This is an optimization exercise on Yosys and OpenROAD, whose aim is small area, a short achievable clock period and few clock cycles, not a production implementation.
The RTL was checked by simulation tests, not by an equivalence proof against the original design.
Power and IR drop assume default switching activity.

## flow/design.v (module list and top-level ports; edited modules follow where they fit)
// module fibonacci: 933 lines
module fibonacci (
    input  logic        clk_i,
    input  logic        rst_ni,
    input  logic        start_i,
    input  logic [31:0] n_i,
    output logic [31:0] result_o,
    output logic        busy_o
);
  // ...
==> flow/run.sh <==
#!/bin/bash
# synth_recipe.tcl (not shown) runs the flow's synth.tcl, then flattens the netlist and writes it again
# the make line also repeats each setting of config.mk as NAME=value (left out here)
make -C /OpenROAD-flow-scripts/flow DESIGN_CONFIG=/design/flow/config.mk WORK_HOME=/design/flow/orfs CLKGATE_MAP_FILE= SYNTH_SCRIPT=/design/flow/synth_recipe.tcl finish
==> flow/config.mk <==
export PLATFORM = sky130hd
export DESIGN_NAME = fibonacci
export DESIGN_NICKNAME = fibonacci
export VERILOG_FILES = /design/flow/design.v
export SDC_FILE = /design/flow/constraint.sdc
export NUM_CORES = 4
export LEC_CHECK = 0
export ABC_AREA = 1
export CAP_MARGIN = 20
export CORE_MARGIN = 2
export CORE_UTILIZATION = 40
export PLACE_DENSITY = 0.7
export SLEW_MARGIN = 20
==> flow/constraint.sdc <==
create_clock -name core_clock -period 5.0 [get_ports {clk_i}]
set_input_delay 1.0000 -clock core_clock [delete_from_list [all_inputs] [get_ports {clk_i}]]
set_output_delay 1.0000 -clock core_clock [all_outputs]
set_load 0.01 [all_outputs]
==> flow_summary.toml, run 1 <==
[outcome]
status = "failed layout checks"
violations = "negative setup slack"

[clock_network]
path_clk_slew_ps = 70
postCtsSetupBuffers = 0
cts_root_buf = "clkbuf_16"
htreeDepth = 1

[sta]
fin_ws_ps = -140
slew_viol_final = 0
relSlewSlack = 0.135
setup_violations = 1

[routing]
dr_wl_met3_um = 33900
drtIter0Drc = 8309

[pwr]
powerDensity_nw_per_um2 = 122
pg_comb_w = 0.000203
p_total_w = 0.00454

[global_route]
grt_max_degree = 59
use_met3 = 0.229

[critical_path]
path_class = "flop to flop"
r2r_cells = 14
cp_num_buf_inv = 4
r2r_start = "eva_q[0]$_DFFE_PP_"
cp_cell_sequence = "inv_1, nor2_1, inv_1, nor2_1, inv_1, nor2_1, nor2_1, nand2_1, nor3_1, nand4_1, nor4_1, buf_4, a21oi_1, a211o_1"
cp.required_ps = 5360
max_stage_delay_ps = 840

[floorplanning]
die_area_um2 = 83900

[synth]
synthSimpleGateAreaFrac = 0.376
synth_mux_area_frac = 0
synth.most_common_cell = "nor2_1"

[cells_and_area]
clockBufferCount = 41
area_growth_pct = 14.2
final_common_cell = "nor2_1"
drive_gt1_frac = 0.0744

[placement]
dp.cells = 6273
gp_congestion = 1.24
Testbench counts, summed over its fixed seeds: cycles 3,413.
==> inputs of run 2 (changes only) <==
--- a/flow/design.v
+++ b/flow/design.v
@@ -9,17 +9,17 @@
     logic        busy_q, big_q;
     logic        ld_q, p0_q, p1_q, p2_q, p3_q;    
     logic        gen_q, een_q;                    
     logic        b_q, last_q;                     
     logic        qg_q, qe_q, xg_q;                
     logic        rsel_q, xsel_q;                  
     logic [4:0]  cnt_q;
     logic [6:0]  eva_q, oda_q;                    
-    logic [31:0] x_q, ra_q, rb_q, c0_q, c1_q, c2_q;
+    logic [31:0] x_q, ra_q, rb_q, c0_q, c1_q;
     logic [31:0] above, lead;
     always_comb begin
         above[31] = 1'b0;
         for (int i = 30; i >= 0; i--) above[i] = above[i+1] | n_i[i+1];
     end
     assign lead = n_i & ~above;
     logic       big;
     logic [6:0] wnd;
@@ -105,17 +105,17 @@
     assign tab_od[24] = |(dec_od & 128'h4937f0f61e96f0fc82b00d19fffc0000);
     assign tab_od[25] = |(dec_od & 128'heb79ed48bf0fe8f1b33adf7089480000);
     assign tab_od[26] = |(dec_od & 128'h944bf2079204462223889336db000000);
     assign tab_od[27] = |(dec_od & 128'h63d92182edb6d901ee421aa94f300000);
     assign tab_od[28] = |(dec_od & 128'h2ccedbdba89110c0bd851e861aa00000);
     assign tab_od[29] = |(dec_od & 128'h65c1e49356e8f68033d8c62f4e800000);
     assign tab_od[30] = |(dec_od & 128'h57c6437554c684db3a4b23e4ad400000);
     assign tab_od[31] = |(dec_od & 128'h0bc2da331d596624e5afadd6a3800000);
-    logic [31:0] sq0, sq1, sq2;
+    logic [31:0] sq0, sq1;
     logic ts1;
     logic tc2;
     logic ts3;
     logic tc4;
     logic ts5;
     logic tc6;
     logic ts7;
     logic tc8;
@@ -470,16 +470,72 @@
     logic ts357;
     logic tc358;
     logic ts359;
     logic tc360;
     logic ts361;
     logic tc362;
     logic ts363;
     logic tc364;
+    logic ts365;
+    logic tc366;
+    logic ts367;
+    logic tc368;
+    logic ts369;
+    logic tc370;
+    logic ts371;
+    logic tc372;
+    logic ts373;
+    logic tc374;
+    logic ts375;
+    logic tc376;
+    logic ts377;
+    logic tc378;
+    logic ts379;
+    logic tc380;
+    logic ts381;
+    logic tc382;
+    logic ts383;
+    logic tc384;
+    logic ts385;
+    logic tc386;
+    logic ts387;
+    logic tc388;
+    logic ts389;
+    logic tc390;
+    logic ts391;
+    logic tc392;
+    logic ts393;
+    logic tc394;
+    logic ts395;
+    logic tc396;
+    logic ts397;
+    logic tc398;
+    logic ts399;
+    logic tc400;
+    logic ts401;
+    logic tc402;
+    logic ts403;
+    logic tc404;
+    logic ts405;
+    logic tc406;
+    logic ts407;
+    logic tc408;
+    logic ts409;
+    logic tc410;
+    logic ts411;
+    logic tc412;
+    logic ts413;
+    logic tc414;
+    logic ts415;
+    logic tc416;
+    logic ts417;
+    logic tc418;
+    logic ts419;
+    logic tc420;
     assign ts1 = result_o[13] ^ (result_o[0] & result_o[25]);
     assign tc2 = result_o[13] & (result_o[0] & result_o[25]);
     assign ts3 = (result_o[0] & result_o[26]) ^ (result_o[1] & result_o[25]);
     assign tc4 = (result_o[0] & result_o[26]) & (result_o[1] & result_o[25]);
     assign ts5 = result_o[14] ^ (result_o[0] & result_o[27]) ^ (result_o[1] & result_o[26]);
     assign tc6 = (result_o[14] & (result_o[0] & result_o[27])) | (result_o[14] & (result_o[1] & result_o[26])) | ((result_o[0] & result_o[27]) & (result_o[1] & result_o[26]));
     assign ts7 = (result_o[2] & result_o[25]) ^ (result_o[3] & result_o[24]);
     assign tc8 = (result_o[2] & result_o[25]) & (result_o[3] & result_o[24]);
@@ -834,23 +890,77 @@
     assign ts357 = tc294 ^ tc296 ^ ts297;
     assign tc358 = (tc294 & tc296) | (tc294 & ts297) | (tc296 & ts297);
     assign ts359 = tc298 ^ tc300 ^ ts301;
     assign tc360 = (tc298 & tc300) | (tc298 & ts301) | (tc300 & ts301);
     assign ts361 = tc302 ^ tc304 ^ ts305;
     assign tc362 = (tc302 & tc304) | (tc302 & ts305) | (tc304 & ts305);
     assign ts363 = tc306 ^ tc308 ^ ts309;
     assign tc364 = (tc306 & tc308) | (tc306 & ts309) | (tc308 & ts309);
-    assign sq0 = {tc362, tc360, tc358, tc356, tc354, tc352, tc350, tc348, tc346, tc344, tc342, tc340, tc338, tc336, tc334, tc332, tc330, tc328, tc326, tc324, tc322, tc320, tc318, tc316, tc314, ts313, (result_o[0] & result_o[4]), result_o[2], (result_o[0] & result_o[2]), result_o[1], 1'b0, result_o[0]};
-    assign sq1 = {ts363, ts361, ts359, ts357, ts355, ts353, ts351, ts349, ts347, ts345, ts343, ts341, ts339, ts337, ts335, ts333, ts331, ts329, ts327, ts325, ts323, ts321, ts319, ts317, ts315, (result_o[1] & result_o[4]), (result_o[1] & result_o[3]), (result_o[0] & result_o[3]), 1'b0, (result_o[0] & result_o[1]), 1'b0, 1'b0};
-    assign sq2 = {ts311, ts307, ts303, ts299, ts295, ts291, ts287, ts283, ts279, ts275, ts271, ts267, ts263, ts259, ts255, ts251, ts247, ts243, ts239, ts235, ts231, (result_o[4] & result_o[5]), (result_o[3] & result_o[5]), (result_o[3] & result_o[4]), (result_o[2] & result_o[4]), (result_o[2] & result_o[3]), 1'b0, (result_o[1] & result_o[2]), 1'b0, 1'b0, 1'b0, 1'b0};
-    logic [31:0] ga, ea, ts, tc, t1, gs, gc, es, ec, sum_g, sum_e, sum_xy;
-    assign ts  = c0_q ^ c1_q ^ c2_q;
-    assign tc  = (c0_q & c1_q) | (c0_q & c2_q) | (c1_q & c2_q);
-    assign t1  = {tc[30:0], 1'b0};
+    assign ts365 = result_o[2] ^ (result_o[0] & result_o[3]);
+    assign tc366 = result_o[2] & (result_o[0] & result_o[3]);
+    assign ts367 = (result_o[0] & result_o[4]) ^ (result_o[1] & result_o[3]);
+    assign tc368 = (result_o[0] & result_o[4]) & (result_o[1] & result_o[3]);
+    assign ts369 = ts313 ^ (result_o[1] & result_o[4]) ^ (result_o[2] & result_o[3]);
+    assign tc370 = (ts313 & (result_o[1] & result_o[4])) | (ts313 & (result_o[2] & result_o[3])) | ((result_o[1] & result_o[4]) & (result_o[2] & result_o[3]));
+    assign ts371 = tc314 ^ ts315 ^ (result_o[2] & result_o[4]);
+    assign tc372 = (tc314 & ts315) | (tc314 & (result_o[2] & result_o[4])) | (ts315 & (result_o[2] & result_o[4]));
+    assign ts373 = tc316 ^ ts317 ^ (result_o[3] & result_o[4]);
+    assign tc374 = (tc316 & ts317) | (tc316 & (result_o[3] & result_o[4])) | (ts317 & (result_o[3] & result_o[4]));
+    assign ts375 = tc318 ^ ts319 ^ (result_o[3] & result_o[5]);
+    assign tc376 = (tc318 & ts319) | (tc318 & (result_o[3] & result_o[5])) | (ts319 & (result_o[3] & result_o[5]));
+    assign ts377 = tc320 ^ ts321 ^ (result_o[4] & result_o[5]);
+    assign tc378 = (tc320 & ts321) | (tc320 & (result_o[4] & result_o[5])) | (ts321 & (result_o[4] & result_o[5]));
+    assign ts379 = tc322 ^ ts323 ^ ts231;
+    assign tc380 = (tc322 & ts323) | (tc322 & ts231) | (ts323 & ts231);
+    assign ts381 = tc324 ^ ts325 ^ ts235;
+    assign tc382 = (tc324 & ts325) | (tc324 & ts235) | (ts325 & ts235);
+    assign ts383 = tc326 ^ ts327 ^ ts239;
+    assign tc384 = (tc326 & ts327) | (tc326 & ts239) | (ts327 & ts239);
+    assign ts385 = tc328 ^ ts329 ^ ts243;
+    assign tc386 = (tc328 & ts329) | (tc328 & ts243) | (ts329 & ts243);
+    assign ts387 = tc330 ^ ts331 ^ ts247;
+    assign tc388 = (tc330 & ts331) | (tc330 & ts247) | (ts331 & ts247);
+    assign ts389 = tc332 ^ ts333 ^ ts251;
+    assign tc390 = (tc332 & ts333) | (tc332 & ts251) | (ts333 & ts251);
+    assign ts391 = tc334 ^ ts335 ^ ts255;
+    assign tc392 = (tc334 & ts335) | (tc334 & ts255) | (ts335 & ts255);
+    assign ts393 = tc336 ^ ts337 ^ ts259;
+    assign tc394 = (tc336 & ts337) | (tc336 & ts259) | (ts337 & ts259);
+    assign ts395 = tc338 ^ ts339 ^ ts263;
+    assign tc396 = (tc338 & ts339) | (tc338 & ts263) | (ts339 & ts263);
+    assign ts397 = tc340 ^ ts341 ^ ts267;
+    assign tc398 = (tc340 & ts341) | (tc340 & ts267) | (ts341 & ts267);
+    assign ts399 = tc342 ^ ts343 ^ ts271;
+    assign tc400 = (tc342 & ts343) | (tc342 & ts271) | (ts343 & ts271);
+    assign ts401 = tc344 ^ ts345 ^ ts275;
+    assign tc402 = (tc344 & ts345) | (tc344 & ts275) | (ts345 & ts275);
+    assign ts403 = tc346 ^ ts347 ^ ts279;
+    assign tc404 = (tc346 & ts347) | (tc346 & ts279) | (ts347 & ts279);
+    assign ts405 = tc348 ^ ts349 ^ ts283;
+    assign tc406 = (tc348 & ts349) | (tc348 & ts283) | (ts349 & ts283);
+    assign ts407 = tc350 ^ ts351 ^ ts287;
+    assign tc408 = (tc350 & ts351) | (tc350 & ts287) | (ts351 & ts287);
+    assign ts409 = tc352 ^ ts353 ^ ts291;
+    assign tc410 = (tc352 & ts353) | (tc352 & ts291) | (ts353 & ts291);
+    assign ts411 = tc354 ^ ts355 ^ ts295;
+    assign tc412 = (tc354 & ts355) | (tc354 & ts295) | (ts355 & ts295);
+    assign ts413 = tc356 ^ ts357 ^ ts299;
+    assign tc414 = (tc356 & ts357) | (tc356 & ts299) | (ts357 & ts299);
+    assign ts415 = tc358 ^ ts359 ^ ts303;
+    assign tc416 = (tc358 & ts359) | (tc358 & ts303) | (ts359 & ts303);
+    assign ts417 = tc360 ^ ts361 ^ ts307;
+    assign tc418 = (tc360 & ts361) | (tc360 & ts307) | (ts361 & ts307);
+    assign ts419 = tc362 ^ ts363 ^ ts311;
+    assign tc420 = (tc362 & ts363) | (tc362 & ts311) | (ts363 & ts311);
+    assign sq0 = {tc418, tc416, tc414, tc412, tc410, tc408, tc406, tc404, tc402, tc400, tc398, tc396, tc394, tc392, tc390, tc388, tc386, tc384, tc382, tc380, tc378, tc376, tc374, tc372, tc370, tc368, tc366, ts365, (result_o[0] & result_o[2]), result_o[1], 1'b0, result_o[0]};
+    assign sq1 = {ts419, ts417, ts415, ts413, ts411, ts409, ts407, ts405, ts403, ts401, ts399, ts397, ts395, ts393, ts391, ts389, ts387, ts385, ts383, ts381, ts379, ts377, ts375, ts373, ts371, ts369, ts367, (result_o[1] & result_o[2]), 1'b0, (result_o[0] & result_o[1]), 1'b0, 1'b0};
+    logic [31:0] ga, ea, ts, t1, gs, gc, es, ec, sum_g, sum_e, sum_xy;
+    assign ts  = c0_q;
+    assign t1  = c1_q;
     assign ga  = ra_q & {32{gen_q}};
     assign ea  = ~rb_q & {32{een_q}};
     assign gs  = ts ^ t1 ^ ga;
     assign gc  = (ts & t1) | (ts & ga) | (t1 & ga);
     assign es  = ts ^ t1 ^ ea;
     assign ec  = (ts & t1) | (ts & ea) | (t1 & ea);
     assign sum_g  = gs + {gc[30:0], 1'b0};
     assign sum_e  = es + {ec[30:0], een_q};
@@ -870,17 +980,16 @@
             else if (p1_q) result_o <= sum_xy;
             else if (qg_q) result_o <= sum_g;
             else if (qe_q) result_o <= sum_e;
         end
     end
     always_ff @(posedge clk_i) begin
         c0_q <= sq0;
         c1_q <= sq1;
-        c2_q <= sq2;
     end
     always_ff @(posedge clk_i or negedge rst_ni) begin
         if (!rst_ni) begin
             ld_q <= 1'b0;
             p0_q <= 1'b0;
             p1_q <= 1'b0;
             p2_q <= 1'b0;
             p3_q <= 1'b0;
==> flow/config.mk (replaced) <==
export PLATFORM = sky130hd
export DESIGN_NAME = fibonacci
export DESIGN_NICKNAME = fibonacci
export VERILOG_FILES = /design/flow/design.v
export SDC_FILE = /design/flow/constraint.sdc
export NUM_CORES = 4
export LEC_CHECK = 0
export ABC_AREA = 1
export CAP_MARGIN = 20
export CORE_MARGIN = 2
export CORE_UTILIZATION = 40
export SLEW_MARGIN = 20
==> run 2 against run 1 <==
Now clean on timing, DRC and antenna. Final cell count fell by 0.30%. First-iteration DRC count down 18%. Wire length decreased by 5.5%. Via count fell by 3.0%. Largest power group unchanged.
==> flow_summary.toml, run 2 <==
[outcome]
status = "no timing/DRC/antenna violations"

[floorplanning]
start_util = 0.402
die_x_um = 288
chipHeight_um = 288
num_io_pins = 68
core_area_um2 = 80000
rows = 104
die_area_um2 = 82700

[critical_path]
end_kind = "flop"
path_class = "flop to flop"
crit_fanout = 8
cp.arrival_ps = 5280
r2r_start = "eva_q[0]$_DFFE_PP_"
rrSetupSlack_ps = 200
max_stage_delay_ps = 770
path_common_cell = "nor2_1"
cp.required_ps = 5480
cp_slowest_cell = "nor4_1"
cp_cell_sequence = "inv_1, nor2_1, inv_1, nor2_1, inv_1, nor2_1, nor2_1, inv_1, nor2_1, and3_1, nand4_1, nor4_1, buf_4, nand2_1, o211ai_1, nand2_1, a21oi_1, nor2_1"
setup.worst_path.start = "eva_q[0]$_DFFE_PP_"
start_kind = "flop"

[pwr]
p_clk_frac = 0.501
leakage_nw = 20.5
power_frac_seq = 0.454
power_frac_comb = 0.045
swShare = 0.248
p_switching_w = 0.00104
peakVddDrop_mv = 0.226
p_total_w = 0.00420
p_int_w = 0.00316
powerDensity_nw_per_um2 = 114

[sta]
relSlewSlack = 0.0817
rsz0062_at_grt = "no"
period_share = 0.960
holdWs_ps = 388
fin_skew_ps = 18.4
period_needed_ps = 4800
setup_violations = 0
worst_pin_slew_ps = 1360
hold_viol_final = 0
slew_viol_final = 0
fmax_mhz = 208

[synth]
synth-edff-count = 115
syn_nets = 5386
async_flop_share = 0.189
syn_avg_cell_area_um2 = 6.44
postSynthCellCount = 4996
synth_top_area_share = 0.141
synth_cell_types = 57
synth.most_common_cell = "nor2_1"
synth.area.top_cells = "fa_1, nor2_1, edfxtp_1"
synth-seq-cells = 222
synth_top_area_cell = "fa_1"
seq_area_frac_synth = 0.180
ys_warn_count = 1
synth_flop_cell = "edfxtp_1"
syn-cell-area_um2 = 32200
synthTopCellsByCount = "nor2_1, inv_1, nand2_1, nand4_1, fa_1"

[clock_network]
cts_hold_buffers = 0
cts.sinks = 222
cts_tree = "built"
cts_buffers = 28
clock_latency_ps = 600
postCtsSetupBuffers = 0
clockBufferDepth = 3
path_clk_slew_ps = 70
cts_root_buf = "clkbuf_16"
htreeDepth = 1

[global_route]
grt_pass1_wl_um = 285000
grt_use_total = 0.484
antenna_found_initial = 19
grt_busiest_layer = "met2"
grtUsageMet2 = 0.694
grt_max_degree = 56
grt_pass1_vias = 39400
globalRouteMet1Util = 0.548
use_met3 = 0.245
overflow = 0

[routing]
drtAntennaViolNets = 0
drc = 0
drtIter0Drc = 6806
vias = 41100
drt-vias-per-instance = 6.50
dr.pass1.iters = 14
wire_per_inst_um = 32.4
totalWireLength_um = 205000

[min_path]
hold_class = "input port to async pin"

[cells_and_area]
nets = 5615
layout_common_cells = "nor2_1, inv_1, nand2_1, buf_4, nand4_1"
drive_gt1_frac = 0.0728
area_growth_pct = 14.2
final_core_util = 0.459
final_common_cell = "nor2_1"
layoutNonFillerInstCount = 6321

[run]
max_cap_viol_count = 0

[placement]
dp.cells = 6255
dp_hpwl_um = 158000
portBuffers = 67
gp_congestion = 1.29
==> run 2: cell count changes after synthesis, moves of 9 or more <==
cell / change
inv_1: +55
nand2_1: -28
dfxtp_1: -27
o211ai_1: -24
nand3_1: -18
nor3_1: -18
nand4_1: +10
buf_2: -9
==> run 2: path summary, 6_finish.rpt <==
path                                            end  depth (start not counted)
hold reg to reg                      p3_q$_DFF_PN0_                          0
min in group core_clock              p3_q$_DFF_PN0_                          0
max in group asynchronous   result_o[1]$_DFFE_PN0P_                          2
setup / recovery           result_o[30]$_DFFE_PN0P_                         18
hold / removal                   busy_q$_DFFE_PN0P_                          1
setup reg to reg           result_o[30]$_DFFE_PN0P_                         18
==> run 2: cell type report <==
class                   count  area (um2)
fillers                  8394       43300
multi-input cells        3703       22400
flip-flops and latches    222        5810
inverters                 916        3440
repair buffers            354        2820
well taps                1060        1330
clock buffers              34         753
clock inverters            18         181
diodes                     14        35.0
==> run 2: worst max-delay path: cells and delay by family (launching register included) <==
kind            cells  cell delay, ps
simple gates       11            2570
buf+inv             5            1400
flops               1             450
compound gates      2             240
==> run 2: cells by family (layout without fill, tap and decap cells) <==
kind of cell,count (synthesis),count (layout),share of synthesized area
simple gates,2726,2726,0.378
buf+inv,1071,1322,0.126
compound gates,515,515,0.0956
fa+ha+maj,355,355,0.191
flops,222,222,0.180
xor+xnor,107,107,0.0291
other cells,0,14,0
==> run 2: what timing repair did <==
action,in CTS,in global routing
setup endpoints to repair,0,1
endpoints found under the hold margin,0,0
gates resized for setup,0,1
==> run 2: power by group through the flow <==
stage	Combinational (W)	Clock, W	Sequential [W]
global placement	0.000184	0	0.00195
global route	0.000206	0.00218	0.00191
detailed placement	0.000185	0	0.00195
finish	0.000188	0.00211	0.00191
CTS	0.000185	0.00211	0.00191
floorplan	0.0000930	0	0.00195
==> run 2: per-layer routing <==
metal / wire [um] / up-vias
li1: - / 16900
met1: 69800 / 19400
met2: 81700 / 3646
met3: 32200 / 1211
met4: 20600 / 18
met5: 320 / -
==> run 2: through the flow <==
step                      setup TNS [ps]  cell area [um2]  setup slack (ps)
after floorplan                        0            32200               579
after global placement             -21.4            35800             -21.4
after detailed placement           -43.7            35800             -43.7
after CTS                              0            36700               358
after global routing                   0            36700              67.2
final                                  0            36800               198
Testbench counts of run 2, summed over its fixed seeds: cycles 3,413.

what the ideal ports hide:
The flow's constraints put no driver on any port. The routed layouts listed below were extracted and timed again, unchanged, in two steps.
Step 1 assumes that a clkbuf_16 drives the clock port and a buf_2 every other input.
Step 2, shift: input delay + t, output delay - t, t = (earliest + latest rising clock arrival at the registers) / 2. This alone moves slack from input paths to output paths.
a / b / c = no drivers / after step 1 / after step 2; a / b = the first two.
run	t (ns)	setup slack, ns	worst setup path after step 2	worst register clock-pin slew, ns
run 1	0.675	-0.140 / -0.140 / -0.140	register to register	0.07 / 0.07
run 2	0.659	0.198 / 0.198 / -0.103	input to register	0.07 / 0.07
With both steps, setup timing fails in run 2, where it was met with ideal ports. The setup slack of run 2, which loses most, moves by 0.000 ns with the drivers and by -0.301 ns with both steps.
